This design comes from an exercise in tuning for small area, a short achievable clock period and few clock cycles on the open sky130 flow, not from production work.
The RTL was checked by simulation tests, not by an equivalence proof against the original design.

build 50:
==> flow/design.v (excerpt) <==
module lascon_top #(
    parameter int LASCON_VARIANT = 0
)(
    input  logic        clk,
    input  logic        rst,
    input  logic [2:0]  mode_i,
    input  logic [31:0] xof_len_i,
    input  logic        start_i,
    input  logic        abort_i,
    output logic        busy_o,
    output logic        done_o,
    output logic        tag_fail_o,
    input  logic [63:0] s_axis_tdata,
    input  logic [7:0]  s_axis_tkeep,
    input  logic [3:0]  s_axis_tuser,
    input  logic        s_axis_tlast,
    input  logic        s_axis_tvalid,
    output logic        s_axis_tready,
    output logic [63:0] m_axis_tdata,
    output logic [7:0]  m_axis_tkeep,
    output logic [3:0]  m_axis_tuser,
    output logic        m_axis_tlast,
    output logic        m_axis_tvalid,
    input  logic        m_axis_tready
);
clock: 7.0 ns
lec_check: 0
cap_margin: 30
core_margin: 2
core_utilization: 35
place_density: 0.5
setup_slack_margin: 3.0
slew_margin: 20
synth_hierarchical: 1
run.sh (not shown) runs the stock make flow with config.mk's settings and CLKGATE_MAP_FILE= SYNTH_SCRIPT=/design/flow/synth_recipe.tcl, a recipe that flattens the netlist after the stock synthesis.
Testbench counts of build 50, summed over its fixed seeds: cycles 20,321.
--- input diff build 50..build 9 ---
Settings: CORE_UTILIZATION now 40, was 35; SETUP_SLACK_MARGIN now 3.2, was 3.0.
Of build 9 and build 50, it is build 9 that has the lower wire length after detailed routing.
Summary: with build 50 as the reference, die area in build 9 moved down by more than 10%.
A capture point of the worst path of tfail is what build 9 shows, while s1[44] belongs to build 50.
Build 9 vs build 50 on headroom to the max-slew limit: build 9 is the higher one.
diff inputs: build 9 => build 96
Settings: SETUP_SLACK_MARGIN now 3.0, was 3.2.
Results
- Build 96 vs build 9: register-to-register slack down
- For build 9, the worst setup path endpoint was tfail, unlike build 96, where it was s1[31].
- In the reports for build 9 and build 96, the smaller post-CTS setup buffer count belongs to build 96.
- Going from build 9 to build 96, cell area shrinks by 6100 µm².
### build 96 -> build 41
Settings: SETUP_SLACK_MARGIN changed from 3.0 to 3.1.
Results
Fill cell instance count of the final layout: build 41 < build 96. Going from build 96 to build 41, area taken by flip-flops and latches grows by 0.65%. Compared with build 96, in build 41 largest stage delay on the critical path decreased by 0.39 ns relative to the old numbers; clock network area share decreased 0.29 points. Count of nets after finishing for build 41: 142 up relative to build 96. Relative to build 96, build 41 degrades final cell area excluding filler cells. Of build 41 and build 96, the run reporting the higher routed wire length on met2 was build 41. Share of cell area taken by flip-flops and latches was higher in the run labelled build 96. Re detailed-route via count: build 96 was lower than build 41.


lascon_top, a different RTL version from the one above (not shown whole).
For scale: about 7500 cells after synthesis, about 69000 sq um of cells after synthesis.
clock: 7.0 ns
lec_check: 0
cap_margin: 30
core_margin: 2
core_utilization: 40
place_density: 0.5
setup_slack_margin: 2.9
slew_margin: 20
synth_hierarchical: 1
Testbench counts at the start, summed over its fixed seeds: cycles 20,321.
==> next run, changes <==
- CORE_UTILIZATION: 40 -> 45
- PLACE_DENSITY: 0.5 -> 0.65
What happened:
- worst hold slack gains 0.0087 ns
- global-route usage came out higher by 5.3 points
- die area came out lower by 11%
- design area came out lower by 0.33%


Setup of run A:
lascon_top, a different RTL version from the one above (not shown whole).
Size: ~7,700 cells after synthesis, ~580 flip-flops, ~200 I/O pins, roughly 0.063 mm^2 of cells after synthesis.
==> flow/config.mk <==
export PLATFORM = sky130hd
export DESIGN_NAME = lascon_top
export DESIGN_NICKNAME = lascon_top
export VERILOG_FILES = /design/flow/design.v
export SDC_FILE = /design/flow/constraint.sdc
export NUM_CORES = 4
export LEC_CHECK = 0
export CAP_MARGIN = 30
export CORE_MARGIN = 2
export CORE_UTILIZATION = 40
export PLACE_DENSITY = 0.5
export SETUP_SLACK_MARGIN = 3.1
export SLEW_MARGIN = 20
export SYNTH_HIERARCHICAL = 1
==> flow/constraint.sdc <==
create_clock -name core_clock -period 7.0 [get_ports {clk}]
set_input_delay 1.4000 -clock core_clock [delete_from_list [all_inputs] [get_ports {clk}]]
set_output_delay 1.4000 -clock core_clock [all_outputs]
set_load 0.01 [all_outputs]
Run A: all stages complete, timing, DRC and antenna checks passed
Testbench counts of run A, summed over its fixed seeds: cycles 20,321.
diff inputs: run A => run B
Settings: SETUP_SLACK_MARGIN changed from 3.1 to 2.9.
## What came out
Relative to run A, run B improves finished layout cell area.
Final instance count without filler cells on run B is down relative to run A.
Looking only at number of gates on the worst path with buffers counted, and setting everything else aside, the higher value of run A and run B goes to run B.
Number of antenna violations at the first check in global routing delta for run B relative to run A: about 17% lower
Comparing run A and run B, total routing usage reported by global routing is higher on run B.
Of the two values seen for type of the setup path with the least slack, register to register was produced by run A and input port to register by run B.
On final clock period utilization by the worst path, the higher figure sits with run B, not run A.
Per the comparison of run B with run A, maximum frequency now smaller, worst setup margin went down 360 ps.
Layout buffer count excluding clock buffers went down by more than 10% going from run A to run B.

what the ideal ports hide:
The flow's constraints put no driver on any port. The routed layouts listed below were extracted and timed again, unchanged, in two steps. Step 1 sets driving cells, clkbuf_16 on the clock port and buf_2 on the other inputs (assumed; they add their load-dependent delay and slew). Step 2, shift: input delay + t, output delay - t, t = (earliest + latest rising clock arrival at the registers) / 2. This alone moves slack from input paths to output paths. Three values: ideal, step 1, step 2; two values: the first two.
run	t, ns	setup WS [ns]	worst hold slack (ns)	cell pins on the clock port's net
build 50	0.801	2.893 / 2.893 / 2.227	0.550 / 0.550 / 0.550	1
build 9	0.788	3.010 / 3.044 / 2.256	0.568 / 0.568 / 0.568	1
build 96	0.809	2.822 / 2.846 / 2.071	0.571 / 0.571 / 0.571	1
build 41	0.824	2.956 / 2.956 / 2.252	0.568 / 0.568 / 0.568	1
the first run of note 2	0.807	2.631 / 2.674 / 1.883	0.565 / 0.565 / 0.565	1
the second run of note 2	0.799	2.571 / 2.571 / 2.057	0.574 / 0.574 / 0.574	1
run A	0.783	2.946 / 2.946 / 2.231	0.550 / 0.550 / 0.550	1
run B	0.793	2.582 / 2.642 / 1.849	0.566 / 0.566 / 0.566	1
After both steps every run listed still meets setup and hold. The setup slack of build 9, which loses most, moves by +0.034 ns with the drivers and by -0.754 ns with both steps.
